This is an optimization exercise on Yosys and OpenROAD, whose aim is small area, not a production implementation.
Function was checked by simulation only, so behaviour that the tests miss may differ from the original.
Power is estimated from default activity; no workload was simulated.

File: design/flow/config.mk
export PLATFORM = sky130hd
export DESIGN_NAME = fpga_storm_iv_demo
export DESIGN_NICKNAME = fpga_storm_iv_demo
export VERILOG_FILES = /design/flow/design.v
export SDC_FILE = /design/flow/constraint.sdc
export NUM_CORES = 4
export LEC_CHECK = 0
export ABC_AREA = 1
export CAP_MARGIN = 20
export CORE_MARGIN = 2
export CORE_UTILIZATION = 40
export SLEW_MARGIN = 20
File: design/flow/constraint.sdc
create_clock -name core_clock -period 10.0 [get_ports {clk}]
set_input_delay 2.0000 -clock core_clock [delete_from_list [all_inputs] [get_ports {clk}]]
set_output_delay 2.0000 -clock core_clock [all_outputs]
set_load 0.01 [all_outputs]
File: design/flow/design.v
module fpga_storm_iv_demo(
    input wire clk,
    input wire rst_n,
    input wire [3:0] keys,
    input wire [3:0] dips,
    output wire [7:0] leds,
    output wire [3:0] seg_sel,
    output wire [7:0] seg_data,
    output wire beep
);
    localparam [15:0] T_C = 16'h5555;
    localparam [15:0] T_FIRST = 16'h18cb;    
    localparam [15:0] T_LAST = 16'h8c65;     
    localparam [15:0] T_DET = 16'h7fbf;      
    reg  [15:0] t_q;
    wire [15:0] t_s = t_q ^ T_C;
    wire tick = ((t_s & T_DET) == (T_LAST & T_DET));
    wire [15:0] t_n = rst_n ? {t_s[14:0], t_s[2] ^ t_s[15] ^ tick} : T_FIRST;
    always @(posedge clk) t_q <= t_n ^ T_C;
    reg [3:0] digit0, digit1, digit2, digit3;
    wire all_off = &dips;
    wire nine0 = digit0[3] & digit0[0];
    wire nine1 = digit1[3] & digit1[0];
    wire nine2 = digit2[3] & digit2[0];
    wire inc0 = tick & (all_off | ~dips[0]);
    wire inc1 = tick & (all_off ? nine0 : ~dips[1]);
    wire inc2 = tick & (all_off ? (nine0 & nine1) : ~dips[2]);
    wire inc3 = tick & (all_off ? (nine0 & nine1 & nine2) : ~dips[3]);
    function [3:0] bcd_inc(input [3:0] d);    
        bcd_inc = {d[3] ? ~d[0] : (d[2] & d[1] & d[0]),
                   d[2] ^ (d[1] & d[0]),
                   (d[1] ^ d[0]) & ~d[3],
                   ~d[0]};
    endfunction
    always @(posedge clk) begin
        if (!rst_n) begin
            digit0 <= 4'd0; digit1 <= 4'd0; digit2 <= 4'd0; digit3 <= 4'd0;
        end else begin
            if (inc0) digit0 <= bcd_inc(digit0);
            if (inc1) digit1 <= bcd_inc(digit1);
            if (inc2) digit2 <= bcd_inc(digit2);
            if (inc3) digit3 <= bcd_inc(digit3);
        end
    end
    reg  [3:0] last_keys_n;           
    reg  [3:0] led_q;
    reg        request_beep;
    localparam [8:0] D_C = 9'h155;
    localparam [8:0] D_FIRST = 9'h08c;    
    reg  [8:0] d_q;
    wire [8:0] d_s = d_q ^ D_C;
    wire d_z8 = ~|d_s[7:0];
    wire deb_zero = d_z8 & ~d_s[8];
    wire press = |(~last_keys_n & ~keys);
    wire kev = rst_n & deb_zero & press;
    wire [8:0] d_step = {d_s[7:0], (d_s[3] ^ d_s[8]) & ~d_z8};
    wire [8:0] d_n = ({9{rst_n}} & d_step) | ({9{kev}} & D_FIRST);
    always @(posedge clk) begin
        d_q <= d_n ^ D_C;
        last_keys_n <= rst_n ? ~keys : 4'b0000;
        led_q <= rst_n ? (led_q ^ ({4{kev}} & ~keys)) : 4'b1111;
        request_beep <= kev;
    end
    assign leds = {4'b0000, led_q};
    localparam [12:0] B_C = 13'h1555;
    localparam [12:0] B_FIRST = 13'h0710;   
    reg  [12:0] b_q;
    wire [12:0] b_s = b_q ^ B_C;
    wire b_z12 = ~|b_s[11:0];
    wire active = ~(b_z12 & ~b_s[12]);
    wire load = request_beep & ~active;
    wire [12:0] b_step = {b_s[11:0], (b_s[2] ^ b_s[12]) & ~b_z12};
    wire [12:0] b_n = {13{rst_n}} & (b_step | ({13{load}} & B_FIRST));
    reg  [3:0] tone;
    reg        beep_q;
    wire tone_wrap = (tone == 4'd13);
    always @(posedge clk) begin
        b_q <= b_n ^ B_C;
        if (!rst_n) tone <= 4'd0;
        else if (active) tone <= tone_wrap ? 4'd0 : tone + 4'd1;
        beep_q <= rst_n & active & (beep_q ^ tone_wrap);
    end
    assign beep = beep_q & active;
    localparam [7:0] S_C = 8'h55;
    localparam [7:0] S_E = 8'h80;    
    reg  [7:0] s_q;
    wire [7:0] s_s = s_q ^ S_C;
    wire s_z7 = ~|s_s[6:0];
    wire scan_step = s_z7 & (s_s[7] == S_E[7]);
    wire [7:0] s_n = rst_n ? {s_s[6:0], s_s[0] ^ s_s[1] ^ s_s[6] ^ s_s[7] ^ s_z7} : S_E;
    reg  [1:0] scan_idx;
    always @(posedge clk) begin
        s_q <= s_n ^ S_C;
        if (!rst_n) scan_idx <= 2'd0;
        else if (scan_step) scan_idx <= scan_idx + 2'd1;
    end
    assign seg_sel = ~(4'b0001 << scan_idx);
    wire [3:0] dd = scan_idx[1] ? (scan_idx[0] ? digit3 : digit2)
                                : (scan_idx[0] ? digit1 : digit0);
    assign seg_data[7] = 1'b1;
    assign seg_data[0] = (~dd[0] & ~dd[1] & dd[2]) | (dd[0] & ~dd[1] & ~dd[2] & ~dd[3]);
    assign seg_data[1] = (dd[0] & ~dd[1] & dd[2]) | (~dd[0] & dd[1] & dd[2]);
    assign seg_data[2] = (~dd[0] & dd[1] & ~dd[2]);
    assign seg_data[3] = (~dd[0] & ~dd[1] & dd[2]) | (dd[0] & dd[1] & dd[2]) | (dd[0] & ~dd[1] & ~dd[2] & ~dd[3]);
    assign seg_data[4] = (dd[0]) | (~dd[1] & dd[2]);
    assign seg_data[5] = (dd[1] & ~dd[2]) | (dd[0] & dd[1]) | (dd[0] & ~dd[2] & ~dd[3]);
    assign seg_data[6] = (~dd[1] & ~dd[2] & ~dd[3]) | (dd[0] & dd[1] & dd[2]);
endmodule
File: design/flow/run.sh
#!/bin/bash
# synth_recipe.tcl (not shown) runs the flow's synth.tcl, then flattens the netlist and writes it again
# the make line also repeats each setting of config.mk as NAME=value (left out here)
make -C /OpenROAD-flow-scripts/flow DESIGN_CONFIG=/design/flow/config.mk WORK_HOME=/design/flow/orfs CLKGATE_MAP_FILE= SYNTH_SCRIPT=/design/flow/synth_recipe.tcl finish
==> results by group, run 1 <==
Yosys
  – Yosys Warn Count: 1
  – Post-Synthesis Cell Area: 3490 sq um
  – Yosys cell types: 35
  – Yosys reg bits: 78
  – Post-synthesis cell count: 475
  – Seq/Total Area, Yosys: roughly 45%
  – Mean area per synthesized cell: ~7.3 sq um

Timing
  – RSZ-0062 raised after global routing: false
  – Final TNS setup: 0 ps
  – Post-route clock period utilization: 43.1%
  – Max Transition Viols Final: 0
  – Min Clock Period, post-route: 4310 ps
  – Final count of negative-setup-slack endpoints: 0
  – Worst slew pin tran: ~800 ps
  – Final hold viol count: 0
  – Fmax: 232 MHz
  – Clock skew: 10.7 ps
  – Slew HR: 47.4%

Placed design
  – # port buffers: 25
  – Post-Place Cell Area: 3800 sq um
  – RD Place Congestion: 0.867
  – Placed cell count: around 600
  – Hpwl dp: ~4600 um

Route
  – Via density: 4.74
  – Iter 0 DRT Violations: 93
  – Via Count: 2904
  – Routed length on met2: 2980 um
  – WL per Instance: 10.5 um
  – Routed Antenna Nets: 0
  – DRC: 0
  – Router iterations before antenna repair: 5
  – DR WL met3: 233 um
  – Post-Route WL: 6430 um
  – Top layer in use: met4
  – DRT met1 WL: just over 3000 um

Setup path
  – CP peak stage delay: 620 ps
  – Critical setup path kind: flop to output port
  – Data required, critical path: 8000 ps
  – WP buf/inv: 3
  – Crit-path max FO: 18
  – Most used cell, CP: nand2_1
  – Critical path capture point type: output port
  – Worst setup SP type: flop
  – Crit path max-delay cell type: dfxtp_1
  – Worst path cell trace: inv_1, nand2_1, nand3_1, nand2_2, nand2_1, inv_1, nand2_1, nand3_1, clkdlybuf4s50_1
  – Cell family with most CP delay: buffers and inverters
  – CP arrival: between 2000 and 2500 ps

Power
  – Sw Share: about a third
  – Clock power share: 27.7%
  – Sequential Power Share: 47.5%
  – P per Cell Area: between 150 and 200 nW/um^2
  – Lkg Pwr: 1.74 nW
  – Internal power: 0.000525 W
  – NetSw: 0.000271 W
  – Max rail drop VDD: 0.103 mV
  – Combinational share of power: 24.8%

Run status
  – Outcome: no timing/DRC/antenna violations

Final layout
  – Finished Cell Area: 3990 sq um
  – Layout cells sized above 1: 7.72%
  – # nets final: 518
  – Fin util: 46.4%
  – Area Growth Syn to Fin: 14.4%
  – Final Non-Filler Cells: 613
  – Number of diodes: 0

Flow run
  – MaxCap Viol Count: 0

Clocking
  – TritonCTS clock tree: yes
  – Setup Fix Bufs, Post-CTS: 0
  – # H-tree levels: 3
  – CTS Buffer Depth: 2
  – Resize count post-CTS: 0
  – Hold_buf cts: 0
  – Worst-Skew Late Latency: 350 ps
  – Clock buffer count from CTS: 9
  – Clk root buf: clkbuf_8
  – Clk sinks: 78
  – Worst-path clk slew: 80 ps

Global route
  – GRT Residual Overflow: 0
  – First-pass GRT wire length: 11300 um
  – Vias in the first global route: 2635
  – Largest net degree at the start of global routing: 43
  – GRT Resource Usage Total: 14.2%
  – Initial antenna violation count: 0

Die
  – Core ar.: 8590 sq um
  – I/O pin cnt: 31
  – Die Wd: 97.4 um
  – Die Ht: 97.4 um
  – Die area: ~9500 sq um
  – Cell Rows: 34
  – Starting Density: 40.6%

Worst hold path
  – Worst Hold Class: flop to flop
## power groups by stage
stage	registers [W]	logic [W]	clock network [W]
after global routing	0.000385	0.000228	0.000244
final	0.000379	0.000197	0.000220
after detailed placement	0.000386	0.000199	0
after floorplan	0.000378	0.000146	0
after CTS	0.000379	0.000200	0.000231
after global placement	0.000384	0.000197	0
## layer usage
layer  track usage, %  up-vias
li1                 -     1546
met1             17.6     1295
met2             24.2       49
met3             2.95       14
met4             5.66        0
met5                0        -
## registers in the layout (all words and copies together), names as in the netlist, 8 cells and up
| name | count |
|---|---|
| s_q | 8 |
| d_q | 9 |
| b_q | 13 |
| t_q | 16 |
## metrics by stage
step	worst slack [ps]	total power, W	hold slack [ps]
final	5690	0.000797	373
after global routing	5450	0.000856	398
after CTS	5670	0.000810	376
after detailed placement	6050	0.000585	355
after global placement	6120	0.000582	354
after floorplan	6820	0.000524	352
## worst paths after layout
kind | from | end | slack, ps | depth (start not counted)
worst max-delay path | scan_idx[0] | seg_data[3] | 5690 | 9
worst min-delay path | t_q[6] | t_q[7] | 370 | 1
worst max register to register | t_q[5] | digit0[3] | 8560 | 7
worst min register to register | t_q[6] | t_q[7] | 370 | 1
## layout make-up
type	count	area [sq um]
inverters	63	236
repair buffers	26	258
multi-input cells	322	1610
well taps	108	135
clock inverters	7	62.6
clock buffers	9	124
fillers	882	4600
flip-flops and latches	78	1560
## cell families (layout without fill, tap and decap cells)
| family | after synthesis | count (layout) | synth area share, % |
|---|---|---|---|
| buffers and inverters | 78 | 105 | 9.29 |
| AOI/OAI and AO/OA | 54 | 54 | 8.47 |
| other | 2 | 5 | 0.215 |
| and+or+nand+nor | 245 | 245 | 31.9 |
| adders and majority gates | 8 | 8 | 2.87 |
| DFF | 78 | 78 | 44.8 |
| xor gates and xnor gates | 10 | 10 | 2.51 |
## cells in the mapped netlist (all sizes together)
cell,count,area (sq um)
or2,2,12.5
o211ai,2,15.0
inv,62,233
o21a,1,7.51
xor2,7,61.3
nand2,114,443
buf,9,65.1
o21ai,25,125
nor3,4,30.0
dfxtp,78,1560
and2,1,8.76
nor2,70,300
nand3,27,140
nand4,20,125
clkinv,1,3.75
a21boi,1,7.51
and3,1,6.26
clkbuf,6,22.5
nand3b,6,45.0
a21oi,25,140
xnor2,3,26.3
ha,8,100
conb,2,7.51
## cell usage in the layout, fill, tap and decap left out, drive strengths merged
cell type / instances
nand2: 114
nand3: 27
clkinv: 3
clkbuf: 9
a21boi: 1
o21ai: 25
and2: 1
o211ai: 2
xnor2: 3
nor3: 4
nor2: 70
nand3b: 6
buf: 1
or2: 2
clkdlybuf4s50: 25
inv: 66
ha: 8
clkinvlp: 1
a21oi: 25
xor2: 7
o21a: 1
dfxtp: 78
and3: 1
conb: 5
nand4: 20
==> inputs of run 2 (changes only) <==
--- a/design/flow/config.mk
+++ b/design/flow/config.mk
@@ -5,7 +5,6 @@
 export SDC_FILE = /design/flow/constraint.sdc
 export NUM_CORES = 4
 export LEC_CHECK = 0
-export ABC_AREA = 1
 export CAP_MARGIN = 20
 export CORE_MARGIN = 2
 export CORE_UTILIZATION = 40
==> run 2 against run 1 <==
Maximum frequency fell by 9.3%. Utilization is 2.0 points higher. Flip-flop and latch count unchanged. Critical path depth fell by 4. Sequential power about the same. Hold slack better by 3.4 ps. Clock skew grew 2.7 ps. Highest routed layer unchanged. Area after synthesis down 12%. Setup slack got worse by 440 ps. Clock power fell by 3%. Via count down 24%.
==> results by group, run 2 <==
Run status
  – Outcome: no timing/DRC/antenna violations

Final layout
  – Area Growth Syn to Fin: 15.8%
  – Commonest non-fill, non-tap cells in the layout: 78 x dfxtp_1, 39 x nand2_1, 30 x nor2_1
  – Most flops, register: t_q
  – # nets final: 359 (-31%)
  – Number of diodes: 0 (unchanged)
  – Commonest non-fill, non-tap cell in the layout: dfxtp_1
  – Max reg flops: 16 (unchanged)
  – Layout cells sized above 1: 6.36% (-1.4 points)
  – # fillers: 709 (-20%)
  – Fin util: 48.4% (+2.0 points)
  – Largest regs: t_q x16, b_q x13, d_q x9

Setup path
  – Critical setup path kind: flop to output port
  – WP buf/inv: 1 (-2)
  – Worst path cell trace: mux4_2, or3b_1, a21oi_2, nand2b_1, clkdlybuf4s50_1
  – Data required, critical path: 8000 ps (about the same)
  – R2R setup slack: 7920 ps (-640 ps)
  – Cell family with most CP delay: multiplexers
  – CP peak stage delay: 620 ps (about the same)
  – Worst setup SP type: flop
  – Crit-path max FO: 7 (-11)
  – Reg-to-Reg End: digit3[2]
  – CP arrival: 2750 ps (+440 ps)
  – Reg2Reg Depth: 4 (-3)
  – Critical R2R Launch: t_q[1]
  – Crit path max-delay cell type: mux4_2
  – Critical path capture point type: output port

Timing
  – Slew HR: 57.3% (+9.9 points)
  – Final TNS setup: 0 ps (unchanged)
  – Clock skew: 13.4 ps (+2.73 ps)
  – Final hold viol count: 0 (unchanged)
  – RSZ-0062 raised after global routing: false
  – Fmax: 210 MHz (-9.3%)
  – Hold slack: 377 ps (+3.38 ps)
  – Final count of negative-setup-slack endpoints: 0 (unchanged)
  – Min Clock Period, post-route: 4750 ps (+444 ps)
  – Max Transition Viols Final: 0 (unchanged)
  – Post-route clock period utilization: 47.5% (+4.4 points)
  – Worst slew pin tran: 640 ps (-148 ps)

Route
  – Via density: 4.99 (+5.3%)
  – WL per Instance: 12.7 um (+21%)
  – Post-Route WL: 5660 um (-12%)
  – DRC: 0 (unchanged)
  – Routed Antenna Nets: 0 (unchanged)
  – Iter 0 DRT Violations: 89 (-4.3%)
  – Router iterations before antenna repair: 5 (unchanged)
  – Via Count: 2219 (-24%)

Yosys
  – Yosys Warn Count: 1 (unchanged)
  – Async S/R FF share, synth: 0% (unchanged)
  – Mean area per synthesized cell: 9.63 sq um (+31%)
  – EDFF count, synth: 0 (unchanged)
  – Post-synth top area share: 51.0% (+6.2 points)
  – Yosys cell types: 44 (+26%)
  – Top cells by area, synth: dfxtp_1 51%, nand2_1 4.8%, mux2i_1 4.2%, nor2_1 3.7%, ha_1 3.3%
  – Post-synthesis cell count: 318 (-33%)
  – Synth cell count leaders: 78 x dfxtp_1, 39 x nand2_1, 30 x nor2_1
  – Primary FF master, synth: dfxtp_1
  – Count leader, synth: dfxtp_1
  – Seq/Total Area, Yosys: 51.0% (+6.2 points)
  – Post-Synthesis Cell Area: 3060 sq um (-12%)
  – Yosys top cell by area: dfxtp_1
  – Yosys reg bits: 78 (unchanged)

Clocking
  – CTS Buffer Depth: 2 (unchanged)
  – Resize count post-CTS: 0 (unchanged)
  – Hold_buf cts: 0 (unchanged)
  – TritonCTS clock tree: yes
  – Clk sinks: 78 (unchanged)
  – Worst-Skew Late Latency: 350 ps (about the same)
  – Clock buffer count from CTS: 9 (unchanged)
  – # H-tree levels: 3 (unchanged)
  – Worst-path clk slew: 90 ps (about the same)
  – Clk root buf: clkbuf_8
  – Setup Fix Bufs, Post-CTS: 0 (unchanged)

Die
  – Core ar.: 7330 sq um (-15%)
  – I/O pin cnt: 31 (unchanged)
  – Starting Density: 41.8% (+1.2 points)
  – Die Ht: 91.5 um (-6.0%)
  – Die area: 8370 sq um (-12%)
  – Die Wd: 91.5 um (-6.0%)
  – Cell Rows: 31 (-8.8%)

Placed design
  – # port buffers: 25 (unchanged)
  – RD Place Congestion: 0.805 (-7.2%)
  – Hpwl dp: 3860 um (-17%)

Global route
  – First-pass GRT wire length: 10100 um (-11%)
  – GRT Resource Usage Total: 14.9% (+0.66 points)
  – Vias in the first global route: 2170 (-18%)
  – GRT Residual Overflow: 0 (unchanged)
  – Largest net degree at the start of global routing: 54 (+26%)
  – Initial antenna violation count: 0 (unchanged)

Worst hold path
  – HP Start: t_q[6]
  – Worst hold path endpoint: t_q[7]
  – Hold path depth: 1 (unchanged)
  – Worst Hold Class: flop to flop

Flow run
  – MaxCap Viol Count: 0 (unchanged)

Power
  – Lkg Pwr: 1.45 nW (-17%)
  – P per Cell Area: 207 nW/um^2 (+3.8%)
  – Max rail drop VDD: 0.115 mV (+12%)
-- run 2: cell types whose count changed after synthesis, sizes merged, moves of 14 or more --
cell and delta:
inv -48, nand3 -14, nand4 -15, nand2 -75
nor2 -40
-- run 2: how the worst max path moves through the flow --
stage                     start     endpoint  slack [ps]  depth (start not counted)
floorplan           scan_idx[0]  seg_data[3]        6180                          5
global placement    scan_idx[0]  seg_data[3]        5690                          5
detailed placement  scan_idx[0]  seg_data[3]        5620                          5
CTS                 scan_idx[0]  seg_data[3]        5230                          5
global route        scan_idx[0]  seg_data[3]        5090                          5
finish              scan_idx[0]  seg_data[3]        5250                          5
-- run 2: final cells by class --
type                            instances  area, sq um  share of cell area, %
Clock buffer                           10          138                   3.88
Multi-Input combinational cell        212         1370                   38.6
Tap cell                               99          124                   3.49
Inverter                               14         52.6                   1.48
Sequential cell                        78         1560                   44.0
Timing Repair Buffer                   26          258                   7.27
Clock inverter                          6         43.8                   1.23
-- run 2: cells by family (layout without fill, tap and decap cells) --
group,after synthesis,count (layout),synth area share (%)
other,2,5,0.245
AOI/OAI and AO/OA,41,41,8.01
buffers and inverters,31,56,4.66
muxes,17,17,7.56
DFF,78,78,51.0
adders and majority gates,8,8,3.27
xor gates and xnor gates,11,11,3.15
and+or+nand+nor,130,130,22.1
-- run 2: stage by stage --
stage | instance area [sq um] | worst slack, ps | total power (W) | std cells
finish | 3550 | 5250 | 0.000735 | 445
global route | 3550 | 5090 | 0.000784 | 445
CTS | 3550 | 5230 | 0.000745 | 445
detailed placement | 3370 | 5620 | 0.000530 | 429
global placement | 3370 | 5690 | 0.000527 | 429
floorplan | 3070 | 6180 | 0.000484 | 321
-- run 2: metal layers --
layer  track usage, %  vias to the layer above  wire length, um
met1             19.4                     1035             2810
li1                 -                     1138                -
met5                0                        -                0
met3             3.73                        9              237
met4             5.30                        0               87
met2             23.8                       37             2530
-- run 2: report_power, final --
part           switching, W  internal [W]
sequential        0.0000295      0.000350
combinational     0.0000730     0.0000697
clock              0.000115     0.0000981
==> inputs of run 3 (changes only) <==
==> design/flow/flow/run.sh (new file) <==
#!/bin/bash
# Own layout flow: the standard ORFS flow (standard.sh) with these changes:
#  - synthesis: ABC's area-oriented mapping (flow/synth_area.tcl), no adder extraction
#  - port buffers: sky130_fd_sc_hd__buf_1 instead of the default pick
#  - clock tree: larger sink clusters, no dummy loads
# Each tool's full output goes to the ORFS logs (orfs/logs/...) and make's to flow_make.log.
set -euo pipefail
W=$(pwd)
bash standard.sh \
  SYNTH_SCRIPT="$W/flow/synth_area.tcl" \
  ADDER_MAP_FILE= \
  BUFFER_PORTS_ARGS="-buffer_cell sky130_fd_sc_hd__buf_1" \
  CTS_ARGS="-sink_clustering_enable -repair_clock_nets -dont_use_dummy_load -sink_clustering_size 30 -sink_clustering_max_diameter 100" \
  finish > "$W/flow_make.log" 2>&1
==> design/flow/flow/synth_area.tcl (new file) <==
# Standard synthesis (synth_recipe.tcl, sourced below) with one change: ABC maps the
# logic with its default area-oriented script instead of the delay-driven one with a
# 10 ps target. Registers are mapped before ABC runs, so they are the standard ones.
proc abc {args} {
  set keep {}
  set skip 0
  foreach a $args {
    if {$skip} { incr skip -1; continue }
    if {$a eq "-script" || $a eq "-D" || $a eq "-constr"} { set skip 1; continue }
    lappend keep $a
  }
  yosys abc {*}$keep
}
source [file join [file dirname [file dirname [file normalize [info script]]]] synth_recipe.tcl]
==> design/flow/standard.sh (new file) <==
#!/bin/bash
# synth_recipe.tcl (not shown) runs the flow's synth.tcl, then flattens the netlist and writes it again
# the make line also repeats each setting of config.mk as NAME=value (left out here)
make -C /OpenROAD-flow-scripts/flow DESIGN_CONFIG=/design/flow/config.mk WORK_HOME=/design/flow/orfs CLKGATE_MAP_FILE= SYNTH_SCRIPT=/design/flow/synth_recipe.tcl "${@:-finish}"
removed: design/flow/run.sh
==> run 3 against run 2 <==
Maximum frequency up 11%. Clock skew down 1.0 ps. Combinational power fell by 15%. Critical endpoint unchanged. Critical path type unchanged. Via count decreased by 5.5%. Sequential share of layout area rose by 5.9 points. Largest power group unchanged. Critical path depth is 1 higher. Still clean on timing, DRC and antenna.
==> results by group, run 3 <==
Worst hold path
  – HP Start: t_q[6]
  – Hold path depth: 1 (unchanged)
  – Worst Hold Class: flop to flop
  – Worst hold path endpoint: t_q[7]

Die
  – Cell Rows: 30 (-3.2%)
  – Starting Density: 41.3% (-0.47 points)
  – Die Wd: 87.5 um (-4.3%)
  – Die Ht: 87.5 um (-4.3%)
  – Core ar.: 6760 sq um (-7.8%)
  – I/O pin cnt: 31 (unchanged)
  – Die area: 7660 sq um (-8.5%)

Clocking
  – TritonCTS clock tree: yes
  – Hold_buf cts: 0 (unchanged)
  – Clk root buf: clkbuf_8
  – Resize count post-CTS: 0 (unchanged)
  – CTS Buffer Depth: 2 (unchanged)
  – Worst-Skew Late Latency: 330 ps (-20 ps)
  – Worst-path clk slew: 70 ps (-20 ps)
  – Setup Fix Bufs, Post-CTS: 0 (unchanged)
  – # H-tree levels: 3 (unchanged)
  – Clk sinks: 78 (unchanged)
  – Clock buffer count from CTS: 9 (unchanged)

Timing
  – Hold slack: 364 ps (-12.8 ps)
  – Slew HR: 66.9% (+9.6 points)
  – Min Clock Period, post-route: 4300 ps (-457 ps)
  – Final hold viol count: 0 (unchanged)
  – Fmax: 233 MHz (+11%)
  – Post-route clock period utilization: 43.0% (-4.6 points)
  – Worst slew pin tran: 492 ps (-147 ps)
  – Max Transition Viols Final: 0 (unchanged)
  – PnR worst setup slack: 5700 ps (+457 ps)
  – Clock skew: 12.4 ps (-1.02 ps)
  – Final count of negative-setup-slack endpoints: 0 (unchanged)
  – Final TNS setup: 0 ps (unchanged)
  – RSZ-0062 raised after global routing: false

Route
  – Post-Route WL: 5010 um (-11%)
  – Via density: 5.15 (+3.4%)
  – Iter 0 DRT Violations: 122 (+37%)
  – DRC: 0 (unchanged)
  – Via Count: 2098 (-5.5%)
  – Router iterations before antenna repair: 4 (-1)
  – WL per Instance: 12.3 um (-3.2%)
  – Routed Antenna Nets: 0 (unchanged)

Setup path
  – CP arrival: 2300 ps (-450 ps)
  – Reg-to-Reg End: digit0[0]
  – Critical path capture point type: output port
  – Critical R2R Launch: t_q[3]
  – Critical setup path kind: flop to output port
  – R2R setup slack: 8080 ps (+160 ps)
  – Crit-path max FO: 14 (+7)
  – Reg2Reg Depth: 6 (+2)
  – Data required, critical path: 8000 ps (about the same)
  – Worst setup SP type: flop

Yosys
  – Synth cell count leaders: 78 x dfxtp_1, 36 x nand2_1, 36 x nor2_1
  – Primary FF master, synth: dfxtp_1
  – Seq/Total Area, Yosys: 55.9% (+5.0 points)
  – Yosys cell types: 42 (-4.5%)
  – Async S/R FF share, synth: 0% (unchanged)
  – EDFF count, synth: 0 (unchanged)
  – Yosys reg bits: 78 (unchanged)
  – Count leader, synth: dfxtp_1
  – Top cells by area, synth: dfxtp_1 56%, nand2_1 4.8%, nor2_1 4.8%, o21ai_0 2.9%, a21oi_1 2.7%
  – Post-Synthesis Cell Area: 2790 sq um (-8.9%)
  – Post-synth top area share: 55.9% (+5.0 points)
  – Yosys Warn Count: 1 (unchanged)
  – Mean area per synthesized cell: 9.56 sq um (-0.75%)
  – Yosys top cell by area: dfxtp_1
  – Post-synthesis cell count: 292 (-8.2%)

Placed design
  – # port buffers: 25 (unchanged)
  – RD Place Congestion: 0.722 (-10%)
  – Hpwl dp: 3360 um (-13%)
  – Place WS: 5890 ps (+274 ps)

Global route
  – GRT Resource Usage Total: 14.4% (-0.48 points)
  – First-pass GRT wire length: 8540 um (-15%)
  – Initial antenna violation count: 0 (unchanged)
  – Largest net degree at the start of global routing: 44 (-19%)
  – Vias in the first global route: 1868 (-14%)
  – GRT Residual Overflow: 0 (unchanged)

Run status
  – Outcome: no timing/DRC/antenna violations

Final layout
  – Multi-input logic area: 1180 sq um (-14%)
  – # fillers: 641 (-9.6%)
  – Most flops, register: t_q
  – Layout cells sized above 1: 4.59% (-1.8 points)
  – Area Growth Syn to Fin: 12.0%
  – Commonest non-fill, non-tap cell in the layout: dfxtp_1
  – Max reg flops: 16 (unchanged)
  – Number of diodes: 0 (unchanged)
  – Largest regs: t_q x16, b_q x13, d_q x9
  – Commonest non-fill, non-tap cells in the layout: 78 x dfxtp_1, 36 x nor2_1, 36 x nand2_1
  – Register area: 1560 sq um (unchanged)
  – # nets final: 339 (-5.6%)

Power
  – Pwr Total: 0.000675 W (-8.1%)
  – P per Cell Area: 216 nW/um^2 (+4.2%)
  – Max rail drop VDD: 0.124 mV (+7.4%)
  – Lkg Pwr: 1.19 nW (-18%)

Flow run
  – MaxCap Viol Count: 0 (unchanged)
## run 3: cell count changes in the layout (fill, tap and decap cells not counted), sizes merged, moves of 8 or more
cell	delta
nand4b	-8
clkdlybuf4s50	-25
ha	-8
inv	-16
buf	+26
mux2i	-13
## run 3: worst max-delay path by stage
stage             endpoint        start  slack [ps]  depth (start not counted)
6_report       seg_data[3]  scan_idx[0]        5700                          6
5_1_grt        seg_data[3]  scan_idx[0]        5520                          6
4_1_cts        seg_data[3]  scan_idx[0]        5660                          6
3_5_place_dp     digit0[1]        rst_n        5890                          5
3_3_place_gp     digit1[1]        rst_n        5910                          5
2_1_floorplan  seg_data[3]  scan_idx[0]        6110                          5
## run 3: logic make-up (layout without fill, tap and decap cells)
logic type | count (synthesis) | after routing | share of synthesized area [%]
AND/OR/NAND/NOR | 145 | 145 | 27.3
multiplexers | 2 | 2 | 1.61
flip-flops | 78 | 78 | 55.9
other | 2 | 5 | 0.269
XOR/XNOR | 7 | 7 | 2.20
AO/OA/AOI/OAI | 48 | 48 | 10.6
buffers and inverters | 10 | 42 | 2.02
## run 3: where the power goes
part	total (W)	leakage, nW	switching, W	internal [W]
Clock	0.000173	0.0647	0.0000930	0.0000804
Combinational	0.000121	0.485	0.0000701	0.0000504
Sequential	0.000382	0.639	0.0000319	0.000350
## run 3: worst max-delay path, stage by stage, from the launching register on
cell,delay [ps]
dfxtp_1,590
and3b_1,240
or4_1,560
a21o_1,190
a21boi_0,130
nand2b_1,150
buf_1,120
## run 3: per-layer routing
| metal | wire (um) | GRT usage (%) |
|---|---|---|
| met1 | 2680 | 19.7 |
| met2 | 2070 | 21.2 |
| met3 | 166 | 3.39 |
| met4 | 102 | 7.55 |
| met5 | 0 | 0 |
## run 3: final cells by class
type,instances,share of cell area (%)
flip-flops and latches,78,49.9
inverters,5,0.600
well taps,80,3.20
repair buffers,28,4.40
clock buffers,9,3.96
multi-input cells,207,37.9
## run 3: per-stage QoR
stage	utilization, %	area, sq um	std cells
6_report	46.3	3130	407
5_1_grt	46.3	3130	407
4_1_cts	45.9	3100	406
3_5_place_dp	44.0	2980	397
3_3_place_gp	44.0	2980	397
2_1_floorplan	-	2800	295
==> inputs of run 4 (changes only) <==
==> design/flow/flow/run.sh (replaced) <==
#!/bin/bash
# Own layout flow: the standard ORFS flow (standard.sh) with these changes:
#  - synthesis: ABC's area-oriented mapping (flow/synth_area.tcl), no adder extraction
#  - port buffers: sky130_fd_sc_hd__buf_1 instead of the default pick
#  - clock tree: clkbuf_4 buffers, no dummy loads
# Each tool's full output goes to the ORFS logs (orfs/logs/...) and make's to flow_make.log.
set -euo pipefail
W=$(pwd)
bash standard.sh \
  SYNTH_SCRIPT="$W/flow/synth_area.tcl" \
  ADDER_MAP_FILE= \
  BUFFER_PORTS_ARGS="-buffer_cell sky130_fd_sc_hd__buf_1" \
  CTS_ARGS="-sink_clustering_enable -repair_clock_nets -dont_use_dummy_load -buf_list sky130_fd_sc_hd__clkbuf_4 -root_buf sky130_fd_sc_hd__clkbuf_4" \
  finish > "$W/flow_make.log" 2>&1
==> design/flow/flow/abc_area.abc (new file) <==
strash; &get -n; &fraig -x; &put; scorr; dc2; dretime; strash; &get -n; &syn2; &dch -f; &nf -R 1000; &put
==> design/flow/flow/synth_area.tcl (replaced) <==
# Standard synthesis (synth_recipe.tcl, sourced below) with one change: ABC maps the
# logic with an area-oriented script (flow/abc_area.abc) instead of the delay-driven
# one with a 10 ps target. Registers are mapped before ABC runs, so they are the
# standard ones, with the same names and cells.
proc abc {args} {
  set keep {}
  set skip 0
  foreach a $args {
    if {$skip} { incr skip -1; continue }
    if {$a eq "-script" || $a eq "-D" || $a eq "-constr"} { set skip 1; continue }
    lappend keep $a
  }
  yosys abc {*}$keep -script [file join $::own_flow_dir abc_area.abc]
}
set ::own_flow_dir [file dirname [file normalize [info script]]]
source [file join [file dirname $::own_flow_dir] synth_recipe.tcl]
--- a/design/flow/config.mk
+++ b/design/flow/config.mk
@@ -7,5 +7,5 @@
 export LEC_CHECK = 0
 export CAP_MARGIN = 20
 export CORE_MARGIN = 2
-export CORE_UTILIZATION = 40
+export CORE_UTILIZATION = 60
 export SLEW_MARGIN = 20
==> run 4 against run 3 <==
Count of clock-buffer cells in the layout did not move. Largest cell class unchanged. Largest power group unchanged. Clock power fell by 25%. Setup slack improved by 190 ps. Global-route usage rose by 6.5 points. Critical endpoint is now beep. Still clean on timing, DRC and antenna. Utilization rose by 20 points. Area after synthesis fell by 4.3%.
==> results by group, run 4 <==
Run status
  – Outcome: no timing/DRC/antenna violations

Yosys
  – Async S/R FF share, synth: 0% (unchanged)
  – Yosys reg bits: 78 (unchanged)
  – Post-synthesis cell count: 283 (-3.1%)
  – Yosys cell types: 35 (-17%)
  – Yosys top cell by area: dfxtp_1
  – Top cells by area, synth: dfxtp_1 58%, nor2_1 5.3%, nand2_1 4.4%, a21oi_1 3.7%, o21ai_0 3.2%
  – Post-synth top area share: 58.5% (+2.5 points)
  – Primary FF master, synth: dfxtp_1
  – Yosys Warn Count: 1 (unchanged)
  – Seq/Total Area, Yosys: 58.5% (+2.5 points)
  – Count leader, synth: dfxtp_1
  – EDFF count, synth: 0 (unchanged)
  – Synth cell count leaders: 78 x dfxtp_1, 38 x nor2_1, 31 x nand2_1
  – Mean area per synthesized cell: 9.43 sq um (-1.3%)
  – Post-Synthesis Cell Area: 2670 sq um (-4.3%)

Flow run
  – MaxCap Viol Count: 0 (unchanged)

Die
  – Core ar.: 4320 sq um (-36%)
  – Die Wd: 70.7 um (-19%)
  – Die Ht: 70.7 um (-19%)
  – Starting Density: 61.7% (+20 points)
  – Die area: 5000 sq um (-35%)
  – I/O pin cnt: 31 (unchanged)
  – Cell Rows: 24 (-20%)

Power
  – Sequential Power Share: 51.6% (-4.9 points)
  – NetSw: 0.000253 W (+30%)
  – Clock power share: 17.9% (-7.8 points)
  – Internal power: 0.000475 W (-1.2%)
  – P per Cell Area: 252 nW/um^2 (+17%)
  – Pwr Total: 0.000727 W (+7.7%)
  – Combinational share of power: 30.6% (+13 points)
  – Lkg Pwr: 1.08 nW (-9.1%)
  – Max rail drop VDD: 0.172 mV (+39%)
  – Sw Share: 34.7% (+5.9 points)

Route
  – DR WL met3: 202 um (+22%)
  – DRT met1 WL: 2490 um (-7.2%)
  – Via Count: 2048 (-2.4%)
  – DRC: 0 (unchanged)
  – Post-Route WL: 4790 um (-4.4%)
  – Iter 0 DRT Violations: 197 (+61%)
  – Top layer in use: met4
  – Router iterations before antenna repair: 4 (unchanged)
  – Routed Antenna Nets: 0 (unchanged)
  – Via density: 5.55 (+7.7%)
  – WL per Instance: 13.0 um (+5.5%)
  – Routed length on met2: 1990 um (-3.6%)

Final layout
  – Most flops, register: t_q
  – Largest regs: t_q x16, b_q x13, d_q x9
  – Layout cells sized above 1: 3.47% (-1.1 points)
  – Max reg flops: 16 (unchanged)
  – Area Growth Syn to Fin: 8.06%
  – Number of diodes: 0 (unchanged)
  – Commonest non-fill, non-tap cell in the layout: dfxtp_1
  – Commonest non-fill, non-tap cells in the layout: 78 x dfxtp_1, 38 x nor2_1, 31 x nand2_1
  – # nets final: 329 (-2.9%)

Timing
  – Min Clock Period, post-route: 4100 ps (-194 ps)
  – Post-route clock period utilization: 41.0% (-1.9 points)
  – Clock skew: 24.6 ps (+12.2 ps)
  – Fmax: 244 MHz (+4.7%)
  – Final hold viol count: 0 (unchanged)
  – Worst slew pin tran: 552 ps (+59.3 ps)
  – Hold slack: 381 ps (+17.3 ps)
  – Max Transition Viols Final: 0 (unchanged)
  – RSZ-0062 raised after global routing: false
  – Final count of negative-setup-slack endpoints: 0 (unchanged)
  – Slew HR: 63.0% (-3.9 points)
  – Final TNS setup: 0 ps (unchanged)

Setup path
  – Reg-to-Reg End: tone[3]
  – Worst setup SP type: flop
  – Critical setup path kind: flop to output port
  – Reg2Reg Depth: 6 (unchanged)
  – Data required, critical path: 8000 ps (about the same)
  – Critical path capture point type: output port
  – R2R setup slack: 7910 ps (-170 ps)
  – CP arrival: 2100 ps (-200 ps)
  – Crit-path max FO: 4 (-10)
  – Critical R2R Launch: b_q[5]

Worst hold path
  – Worst hold path endpoint: t_q[7]
  – Worst Hold Class: flop to flop
  – Hold path depth: 1 (unchanged)
  – HP Start: t_q[6]

Clocking
  – Hold_buf cts: 0 (unchanged)
  – Clk sinks: 78 (unchanged)
  – Resize count post-CTS: 0 (unchanged)
  – Worst-Skew Late Latency: 410 ps (+80 ps)
  – # H-tree levels: 3 (unchanged)
  – Setup Fix Bufs, Post-CTS: 0 (unchanged)
  – CTS Buffer Depth: 2 (unchanged)
  – TritonCTS clock tree: yes
  – Worst-path clk slew: 100 ps (+30 ps)
  – Clock buffer count from CTS: 9 (unchanged)
  – Clk root buf: clkbuf_4

Placed design
  – RD Place Congestion: 0.787 (+9.1%)
  – # port buffers: 25 (unchanged)
  – Hpwl dp: 3300 um (-1.8%)

Global route
  – Largest net degree at the start of global routing: 37 (-16%)
  – First-pass GRT wire length: 8270 um (-3.2%)
  – Initial antenna violation count: 0 (unchanged)
  – Vias in the first global route: 1832 (-1.9%)
  – GRT Resource Usage Total: 20.9% (+6.5 points)
  – GRT Residual Overflow: 0 (unchanged)
[run 4: cells by family after synthesis]
group                  after synthesis  share of synthesized area (%)
AO/OA/AOI/OAI                       65                           15.3
XOR/XNOR                             6                           1.97
buffers and inverters               10                           2.11
flip-flops                          78                           58.5
multiplexers                         1                          0.375
other                                2                          0.281
AND/OR/NAND/NOR                    121                           21.5
[run 4: how the worst max path moves through the flow]
stage                   to  depth (start not counted)   startpoint
2_1_floorplan  seg_data[1]                          5  scan_idx[0]
3_3_place_gp     digit2[1]                          5        rst_n
3_5_place_dp     digit2[1]                          5        rst_n
4_1_cts               beep                          5       b_q[5]
5_1_grt        seg_data[6]                          6  scan_idx[0]
6_report              beep                          5       b_q[5]
[run 4: worst max-delay path, cell delays in order (launching register included)]
cell and delay [ps]:
dfxtp_1 320, or4b_1 510, nor4_1 410, nand2_1 180, and2_0 180, buf_1 120
[run 4: metrics by stage]
step                worst slack (ps)  cell area (sq um)  util (%)  instances
finish                          5900               2890      66.7        369
global route                    5670               2890      66.7        369
CTS                             5890               2890      66.7        369
detailed placement              6210               2820      65.2        360
global placement                6280               2820      65.2        360
floorplan                       6490               2680         -        286
[run 4: layer usage]
metal | vias up | track usage, %
met2 | 36 | 29.3
met3 | 13 | 4.42
met5 | - | 0
li1 | 1074 | -
met4 | 0 | 10.7
met1 | 925 | 30.4
[run 4: layout make-up]
class                      count  area [sq um]
sequential                    78          1560
fill                         366          1440
multi-input combinational    198          1060
timing repair buffer          27           109
clock buffer                   9          67.6
tap                           52          65.1
inverter                       5          18.8
[run 4: power by group through the flow]
stage	Sequential [W]	Combinational, W	Clock (W)
global placement	0.000381	0.000219	0
floorplan	0.000377	0.000164	0
detailed placement	0.000381	0.000222	0
CTS	0.000375	0.000223	0.000133
finish	0.000375	0.000222	0.000130
global route	0.000381	0.000254	0.000146
==> inputs of run 5 (changes only) <==
--- a/design/flow/config.mk
+++ b/design/flow/config.mk
@@ -7,5 +7,5 @@
 export LEC_CHECK = 0
 export CAP_MARGIN = 20
 export CORE_MARGIN = 2
-export CORE_UTILIZATION = 60
+export CORE_UTILIZATION = 40
 export SLEW_MARGIN = 20
==> run 5 against run 4 <==
Largest power group unchanged. Utilization decreased by 21 points. Hold slack improved by 5.2 ps. Global-route usage decreased by 6.4 points. Via count increased by 0.49%.
==> results by group, run 5 <==
Run status
  – Outcome: no timing/DRC/antenna violations

Setup path
  – Critical path capture point type: output port
  – Worst setup SP type: flop
  – Critical R2R Launch: t_q[0]
  – CP arrival: 2090 ps (about the same)
  – Reg-to-Reg End: digit3[1]
  – Cell family with most CP delay: simple AND/OR/NAND/NOR gates
  – Data required, critical path: 8000 ps (about the same)
  – Critical setup path kind: flop to output port
  – CP peak stage delay: 420 ps (-90 ps)
  – Worst path cell trace: or2_0, o22ai_1, nor2_1, nand2_1, o21ai_0, buf_1
  – Crit path max-delay cell type: dfxtp_1
  – Crit-path max FO: 7 (+3)
  – Reg2Reg Depth: 6 (unchanged)
  – R2R setup slack: 7900 ps (about the same)
  – WP buf/inv: 1 (unchanged)

Global route
  – Largest net degree at the start of global routing: 37 (unchanged)
  – GRT Resource Usage Total: 14.5% (-6.4 points)
  – Initial antenna violation count: 0 (unchanged)
  – First-pass GRT wire length: 8340 um (+0.83%)
  – GRT Residual Overflow: 0 (unchanged)
  – Vias in the first global route: 1818 (-0.76%)

Final layout
  – Number of diodes: 0 (unchanged)
  – Fin util: 45.7% (-21 points)
  – Multi-input logic area: 1060 sq um (unchanged)
  – Commonest non-fill, non-tap cells in the layout: 78 x dfxtp_1, 38 x nor2_1, 31 x nand2_1
  – Most flops, register: t_q
  – Layout cells sized above 1: 3.47% (unchanged)
  – Commonest non-fill, non-tap cell in the layout: dfxtp_1
  – Register area: 1560 sq um (unchanged)
  – Area Growth Syn to Fin: 9.23%
  – Largest regs: t_q x16, b_q x13, d_q x9
  – # fillers: 635 (+73%)
  – Max reg flops: 16 (unchanged)
  – # nets final: 329 (unchanged)
  – Finished Cell Area: 2920 sq um (+1.1%)

Timing
  – Final TNS setup: 0 ps (unchanged)
  – Final hold viol count: 0 (unchanged)
  – Post-route clock period utilization: 40.9% (-0.14 points)
  – Final count of negative-setup-slack endpoints: 0 (unchanged)
  – RSZ-0062 raised after global routing: false
  – PnR worst setup slack: 5910 ps (+13.6 ps)
  – Fmax: 245 MHz (+0.33%)
  – Min Clock Period, post-route: 4090 ps (-13.6 ps)
  – Clock skew: 33.2 ps (+8.62 ps)
  – Max Transition Viols Final: 0 (unchanged)

Clocking
  – CTS Buffer Depth: 2 (unchanged)
  – Hold_buf cts: 0 (unchanged)
  – Resize count post-CTS: 0 (unchanged)
  – Clk root buf: clkbuf_4
  – # H-tree levels: 3 (unchanged)
  – TritonCTS clock tree: yes
  – Worst-Skew Late Latency: 400 ps (about the same)
  – Worst-path clk slew: 110 ps (about the same)
  – Setup Fix Bufs, Post-CTS: 0 (unchanged)
  – Clk sinks: 78 (unchanged)
  – Clock buffer count from CTS: 9 (unchanged)

Yosys
  – Count leader, synth: dfxtp_1
  – Post-Synthesis Cell Area: 2670 sq um (unchanged)
  – Yosys Warn Count: 1 (unchanged)
  – Primary FF master, synth: dfxtp_1
  – Yosys cell types: 35 (unchanged)
  – Yosys top cell by area: dfxtp_1
  – Seq/Total Area, Yosys: 58.5% (unchanged)
  – EDFF count, synth: 0 (unchanged)
  – Mean area per synthesized cell: 9.43 sq um (unchanged)
  – Post-synthesis cell count: 283 (unchanged)
  – Async S/R FF share, synth: 0% (unchanged)
  – Yosys reg bits: 78 (unchanged)
  – Post-synth top area share: 58.5% (unchanged)
  – Top cells by area, synth: dfxtp_1 58%, nor2_1 5.3%, nand2_1 4.4%, a21oi_1 3.7%, o21ai_0 3.2%
  – Synth cell count leaders: 78 x dfxtp_1, 38 x nor2_1, 31 x nand2_1

Power
  – Pwr Total: 0.000721 W (-0.94%)
  – P per Cell Area: 247 nW/um^2 (-2.0%)
  – Max rail drop VDD: 0.127 mV (-26%)
  – Lkg Pwr: 1.08 nW (unchanged)

Placed design
  – RD Place Congestion: 0.766 (-2.7%)
  – Hpwl dp: 3430 um (+4.0%)
  – Place WS: 6230 ps (+23.9 ps)
  – # port buffers: 25 (unchanged)
  – Post-Place Cell Area: 2850 sq um (+1.1%)

Flow run
  – MaxCap Viol Count: 0 (unchanged)

Worst hold path
  – Worst hold path endpoint: t_q[7]
  – HP Start: t_q[6]
  – Worst Hold Class: flop to flop
  – Hold path depth: 1 (unchanged)

Route
  – Iter 0 DRT Violations: 79 (-60%)
  – Post-Route WL: 4880 um (+1.8%)
  – Routed Antenna Nets: 0 (unchanged)
  – Via Count: 2058 (+0.49%)
  – Via density: 5.22 (-5.9%)
  – WL per Instance: 12.4 um (-4.6%)
  – Router iterations before antenna repair: 4 (unchanged)
  – DRC: 0 (unchanged)

Die
  – Die area: 7340 sq um (+47%)
  – I/O pin cnt: 31 (unchanged)
  – Cell Rows: 29 (+21%)
  – Core ar.: 6390 sq um (+48%)
  – Starting Density: 41.8% (-20 points)
  – Die Wd: 85.7 um (+21%)
  – Die Ht: 85.7 um (+21%)
## run 5: power breakdown
group	switching, W	internal [W]
Sequential	0.0000259	0.000349
Clock	0.0000845	0.0000419
Combinational	0.000136	0.0000836
## run 5: stage by stage
step	cells	hold slack [ps]
6_report	394	386
3_5_place_dp	385	365
5_1_grt	394	388
4_1_cts	394	384
2_1_floorplan	286	350
3_3_place_gp	385	359
## run 5: metal layers
| layer | track usage (%) | up-vias | wire length [um] |
|---|---|---|---|
| li1 | - | 1076 | - |
| met1 | 18.9 | 943 | 2510 |
| met2 | 21.5 | 35 | 2120 |
| met4 | 5.19 | 0 | 44 |
| met3 | 6.16 | 4 | 211 |
| met5 | 0 | - | 0 |
## run 5: how the worst max path moves through the flow
stage,cells after the start,to,from
floorplan,5,seg_data[1],scan_idx[0]
CTS,6,seg_data[3],scan_idx[0]
finish,6,seg_data[1],scan_idx[0]
global placement,5,beep,b_q[5]
detailed placement,10,digit3[1],dips[2]
global route,6,seg_data[6],scan_idx[0]
## run 5: cells by family (layout without fill, tap and decap cells)
logic type / count (synthesis) / after routing / synth area share (%)
xor+xnor: 6 / 6 / 1.97
other cells: 2 / 5 / 0.281
simple gates: 121 / 121 / 21.5
buf+inv: 10 / 41 / 2.11
mux: 1 / 1 / 0.375
flops: 78 / 78 / 58.5
compound gates: 65 / 65 / 15.3
## run 5: final cells by class
type                    instances  area share (%)
clock buffers                   9            2.32
repair buffers                 27            3.73
multi-input cells             198            36.5
flip-flops and latches         78            53.5
well taps                      77            3.30
inverters                       5           0.644
==> inputs of run 6 (changes only) <==
--- a/design/flow/design.v
+++ b/design/flow/design.v
@@ -8,15 +8,26 @@
     output wire [7:0] seg_data,
     output wire beep
 );
-    localparam [15:0] T_C = 16'h5555;
-    localparam [15:0] T_FIRST = 16'h18cb;    
-    localparam [15:0] T_LAST = 16'h8c65;     
-    localparam [15:0] T_DET = 16'h7fbf;      
-    reg  [15:0] t_q;
-    wire [15:0] t_s = t_q ^ T_C;
-    wire tick = ((t_s & T_DET) == (T_LAST & T_DET));
-    wire [15:0] t_n = rst_n ? {t_s[14:0], t_s[2] ^ t_s[15] ^ tick} : T_FIRST;
-    always @(posedge clk) t_q <= t_n ^ T_C;
+    localparam [3:0] A_C = 4'h5;
+    reg  [3:0] a_q;                       
+    wire [3:0] a_s = a_q ^ A_C;
+    wire a_z3 = ~|a_s[2:0];
+    wire a_wrap = a_z3 & ~a_s[3];         
+    wire a_last = a_z3 & a_s[3];          
+    wire [3:0] a_n = {4{rst_n}} & {a_s[2:0], a_s[0] ^ a_s[3] ^ a_z3};
+    localparam [11:0] C_C = 12'h555;
+    localparam [11:0] C_FIRST = 12'h235;    
+    localparam [11:0] C_LAST = 12'h11a;     
+    localparam [11:0] C_DET = 12'hfbf;      
+    reg  [11:0] c_q;
+    wire [11:0] c_s = c_q ^ C_C;
+    wire c_last = ((c_s & C_DET) == (C_LAST & C_DET));
+    wire [11:0] c_n = rst_n ? {c_s[10:0], c_s[0] ^ c_s[11] ^ c_last} : C_FIRST;
+    wire tick = a_last & c_last;          
+    always @(posedge clk) begin
+        a_q <= a_n ^ A_C;
+        c_q <= c_n ^ C_C;
+    end
     reg [3:0] digit0, digit1, digit2, digit3;
     wire all_off = &dips;
     wire nine0 = digit0[3] & digit0[0];
@@ -81,18 +92,16 @@
         beep_q <= rst_n & active & (beep_q ^ tone_wrap);
     end
     assign beep = beep_q & active;
-    localparam [7:0] S_C = 8'h55;
-    localparam [7:0] S_E = 8'h80;    
-    reg  [7:0] s_q;
-    wire [7:0] s_s = s_q ^ S_C;
-    wire s_z7 = ~|s_s[6:0];
-    wire scan_step = s_z7 & (s_s[7] == S_E[7]);
-    wire [7:0] s_n = rst_n ? {s_s[6:0], s_s[0] ^ s_s[1] ^ s_s[6] ^ s_s[7] ^ s_z7} : S_E;
+    localparam [3:0] V_C = 4'h5;
+    reg  [3:0] v_q;
+    wire [3:0] v_s = v_q ^ V_C;
+    wire v_z3 = ~|v_s[2:0];
+    wire [3:0] v_n = {4{rst_n}} & (a_wrap ? {v_s[2:0], v_s[0] ^ v_s[3] ^ v_z3} : v_s);
     reg  [1:0] scan_idx;
     always @(posedge clk) begin
-        s_q <= s_n ^ S_C;
+        v_q <= v_n ^ V_C;
         if (!rst_n) scan_idx <= 2'd0;
-        else if (scan_step) scan_idx <= scan_idx + 2'd1;
+        else if (a_wrap & v_z3 & ~v_s[3]) scan_idx <= scan_idx + 2'd1;
     end
     assign seg_sel = ~(4'b0001 << scan_idx);
     wire [3:0] dd = scan_idx[1] ? (scan_idx[0] ? digit3 : digit2)
--- a/design/flow/config.mk
+++ b/design/flow/config.mk
@@ -7,5 +7,5 @@
 export LEC_CHECK = 0
 export CAP_MARGIN = 20
 export CORE_MARGIN = 2
-export CORE_UTILIZATION = 40
+export CORE_UTILIZATION = 55
 export SLEW_MARGIN = 20
==> run 6 against run 5 <==
Power is 18% lower. Die area is 26% lower. Wire length is 1.8% lower. Combinational power is 44% lower. Synthesized cell count is 6.4% higher. Utilization is 16 points higher. Setup slack worse by 28 ps. Register-to-register slack worse by 410 ps. Highest routed layer unchanged. Hold slack worse by 5.1 ps. First-iteration DRC count is 5.1% higher. Non-clock buffer count is 1 lower. Count of clock-buffer cells in the layout stayed put.
==> results by group, run 6 <==
Run status
  – Outcome: no timing/DRC/antenna violations

Yosys
  – Seq/Total Area, Yosys: 55.6% (-2.9 points)
  – Primary FF master, synth: dfxtp_1
  – Post-synthesis cell count: 301 (+6.4%)
  – Yosys cell types: 36 (+2.9%)
  – Async S/R FF share, synth: 0% (unchanged)
  – Main combinational cell family by area after synthesis: simple AND/OR/NAND/NOR gates
  – Synth Area in XOR/XNOR: 1.64% (-0.33 points)
  – Post-Synthesis Cell Area: 2670 sq um (-0.14%)
  – Top cells by area, synth: dfxtp_1 56%, nor2_1 6.5%, nand2_1 5.6%, a21oi_1 3.8%, o21ai_0 3.6%
  – Yosys reg bits: 74 (-5.1%)
  – Yosys Warn Count: 1 (unchanged)
  – Post-synth top area share: 55.6% (-2.9 points)
  – Count leader, synth: dfxtp_1
  – Mean area per synthesized cell: 8.86 sq um (-6.1%)
  – Synth cell count leaders: 74 x dfxtp_1, 46 x nor2_1, 40 x nand2_1
  – Synth Area in Compound Gates: 13.1% (-2.2 points)
  – Yosys top cell by area: dfxtp_1
  – EDFF count, synth: 0 (unchanged)
  – Adder-cell share of the synthesized area: 0% (unchanged)
  – Synth Area in Simple Gates: 26.7% (+5.2 points)
  – Post-synthesis mux area share: 0.375% (+0.00053 points)

Timing
  – Clock skew: 36.4 ps (+3.13 ps)
  – Post-route clock period utilization: 41.2% (+0.28 points)
  – Final count of negative-setup-slack endpoints: 0 (unchanged)
  – Min Clock Period, post-route: 4120 ps (+27.7 ps)
  – Worst slew pin tran: around 660 ps
  – Slew HR: between 50% and 60%
  – Final hold viol count: 0 (unchanged)
  – Max Transition Viols Final: 0 (unchanged)
  – Final TNS setup: 0 ps (unchanged)
  – RSZ-0062 raised after global routing: false
  – Fmax: 243 MHz (-0.67%)
  – Hold slack: 381 ps (-5.10 ps)

Setup path
  – Reg-to-Reg End: digit3[2]
  – Data required, critical path: 8000 ps (about the same)
  – Critical path capture point type: output port
  – Crit-path max FO: 8 (+1)
  – Critical R2R Launch: c_q[4]
  – Reg2Reg Depth: 9 (+3)
  – R2R setup slack: 7490 ps (-410 ps)
  – CP arrival: 2120 ps (+30 ps)
  – Critical setup path kind: flop to output port
  – Worst setup SP type: flop

Final layout
  – Commonest non-fill, non-tap cells in the layout: 74 x dfxtp_1, 46 x nor2_1, 40 x nand2_1
  – Most flops, register: b_q
  – Final Non-Filler Cells: 388 (-1.5%)
  – Max reg flops: 13 (-3)
  – Largest regs: b_q x13, c_q x12, d_q x9
  – Fin util: 61.3% (+16 points)
  – Area Growth Syn to Fin: 7.88%
  – # nets final: 346 (+5.2%)
  – # fillers: 447 (-30%)
  – Commonest non-fill, non-tap cell in the layout: dfxtp_1
  – Layout cells sized above 1: 3.29% (-0.18 points)
  – Number of diodes: 0 (unchanged)

Route
  – DRC: 0 (unchanged)
  – WL per Instance: 12.4 um (-0.26%)
  – DRT met1 WL: 2460 um (-2.1%)
  – Post-Route WL: 4790 um (-1.8%)
  – Top layer in use: met4
  – Via Count: 2108 (+2.4%)
  – Via density: 5.43 (+4.0%)
  – Router iterations before antenna repair: 4 (unchanged)
  – Routed Antenna Nets: 0 (unchanged)
  – Iter 0 DRT Violations: 83 (+5.1%)
  – Routed length on met2: 2150 um (+1.7%)
  – DR WL met3: 140 um (-34%)

Worst hold path
  – Worst Hold Class: flop to flop
  – Hold path depth: 1 (unchanged)
  – Worst hold path endpoint: c_q[7]
  – HP Start: c_q[6]

Clocking
  – Worst-Skew Late Latency: 380 ps (-20 ps)
  – CTS Buffer Depth: 2 (unchanged)
  – Setup Fix Bufs, Post-CTS: 0 (unchanged)
  – Worst-path clk slew: 100 ps (about the same)
  – # H-tree levels: 3 (unchanged)
  – Resize count post-CTS: 0 (unchanged)
  – Clock buffer count from CTS: 9 (unchanged)
  – TritonCTS clock tree: yes
  – Hold_buf cts: 0 (unchanged)
  – Clk root buf: clkbuf_4
  – Clk sinks: 74 (-5.1%)

Global route
  – First-pass GRT wire length: 8400 um (+0.83%)
  – GRT Resource Usage Total: 20.4% (+5.9 points)
  – Largest net degree at the start of global routing: 40 (+8.1%)
  – Initial antenna violation count: 0 (unchanged)
  – GRT Residual Overflow: 0 (unchanged)
  – Vias in the first global route: 1883 (+3.6%)

Placed design
  – Placed cell count: 379 (-1.6%)
  – RD Place Congestion: 0.877 (+14%)
  – # port buffers: 25 (unchanged)
  – Hpwl dp: 3290 um (-4.3%)

Power
  – P per Cell Area: 207 nW/um^2 (-16%)
  – Clock power share: 20.7% (+3.1 points)
  – Combinational share of power: 20.5% (-9.9 points)
  – Sw Share: 30.0% (-4.1 points)
  – Internal power: 0.000416 W (-12%)
  – Sequential Power Share: 58.8% (+6.8 points)
  – NetSw: 0.000178 W (-27%)
  – Pwr Total: 0.000594 W (-18%)
  – Max rail drop VDD: 0.141 mV (+11%)
  – Lkg Pwr: 1.07 nW (-1.1%)

Die
  – Cell Rows: 25 (-14%)
  – Die Ht: 73.6 um (-14%)
  – Die Wd: 73.6 um (-14%)
  – I/O pin cnt: 31 (unchanged)
  – Starting Density: 56.8% (+15 points)
  – Die area: 5420 sq um (-26%)
  – Core ar.: 4690 sq um (-27%)

Flow run
  – MaxCap Viol Count: 0 (unchanged)
==> run 6: cell families (layout without fill, tap and decap cells) <==
family | after synthesis | in the layout
compound gates | 59 | 59
xor+xnor | 5 | 5
buf+inv | 12 | 42
flops | 74 | 74
mux | 1 | 1
other cells | 2 | 5
simple gates | 148 | 148
==> run 6: metrics by stage <==
step / setup WS (ps) / cell area (sq um)
floorplan: 6470 / 2680
global placement: 6060 / 2810
detailed placement: 5960 / 2810
CTS: 5840 / 2880
global route: 5630 / 2880
finish: 5880 / 2880
==> run 6: routing by layer <==
metal / global-route usage, % / vias up
li1: - / 1115
met1: 27.2 / 959
met2: 30.7 / 29
met3: 6.31 / 5
met4: 8.48 / 0
met5: 0 / -
==> run 6: critical path, cell delays in order (launching register included) <==
cell,delay (ps)
dfxtp_1,450
or2_0,360
o22ai_1,140
nor2_1,310
nand2_1,130
a31oi_1,190
buf_1,160
==> run 6: power groups by stage <==
stage / Sequential (W) / Combinational (W) / Clock (W)
4_1_cts: 0.000350 / 0.000123 / 0.000130
5_1_grt: 0.000354 / 0.000141 / 0.000143
3_5_place_dp: 0.000356 / 0.000123 / 0
6_report: 0.000350 / 0.000122 / 0.000123
2_1_floorplan: 0.000352 / 0.0000913 / 0
3_3_place_gp: 0.000356 / 0.000120 / 0
==> run 6: worst max-delay path by stage <==
| stage | startpoint | endpoint | slack (ps) | cells past startpoint |
|---|---|---|---|---|
| 6_report | scan_idx[0] | seg_data[3] | 5880 | 6 |
| 5_1_grt | scan_idx[0] | seg_data[3] | 5630 | 6 |
| 4_1_cts | b_q[5] | beep | 5840 | 5 |
| 3_5_place_dp | rst_n | v_q[1] | 5960 | 4 |
| 3_3_place_gp | rst_n | v_q[1] | 6060 | 4 |
| 2_1_floorplan | scan_idx[0] | seg_data[1] | 6470 | 5 |
==> run 6: layout make-up <==
class / count / area [sq um] / area share, %
multi-input combinational: 218 / 1130 / 39.4
sequential: 74 / 1480 / 51.5
timing repair buffer: 26 / 101 / 3.52
inverter: 7 / 26.3 / 0.913
tap: 54 / 67.6 / 2.35
clock buffer: 9 / 67.6 / 2.35

## what the ideal ports hide
The flow's constraints put no driver on any port. The routed layouts listed below were extracted and timed again, unchanged, in two steps.
Step 1 assumes that a clkbuf_16 drives the clock port and a buf_2 every other input.
Step 2 times the ports against the registers' clock, not the clock port: input delays grow and output delays shrink by t, the midpoint of the rising clock arrivals with the driver on.
Three values: ideal ports, drivers, drivers and shift; two values: the first two.
run | t (ns) | setup slack, ns | hold slack, ns | latest minus earliest clock arrival (ns) | slew at the worst register clock pin (ns)
run 1 | 0.379 | 5.691 / 5.661 / 6.040 | 0.373 / 0.373 / 0.373 | 0.012 / 0.012 | 0.09 / 0.09
run 2 | 0.368 | 5.246 / 5.218 / 5.586 | 0.377 / 0.377 / 0.377 | 0.013 / 0.014 | 0.09 / 0.09
run 3 | 0.351 | 5.703 / 5.676 / 6.027 | 0.364 / 0.364 / 0.364 | 0.012 / 0.013 | 0.07 / 0.07
run 4 | 0.424 | 5.897 / 5.872 / 6.247 | 0.381 / 0.381 / 0.381 | 0.024 / 0.025 | 0.11 / 0.11
run 5 | 0.410 | 5.910 / 5.885 / 6.247 | 0.386 / 0.386 / 0.386 | 0.033 / 0.034 | 0.12 / 0.12
run 6 | 0.387 | 5.883 / 5.857 / 6.244 | 0.381 / 0.381 / 0.381 | 0.036 / 0.036 | 0.11 / 0.11
After both steps setup and hold are still met in every run listed.
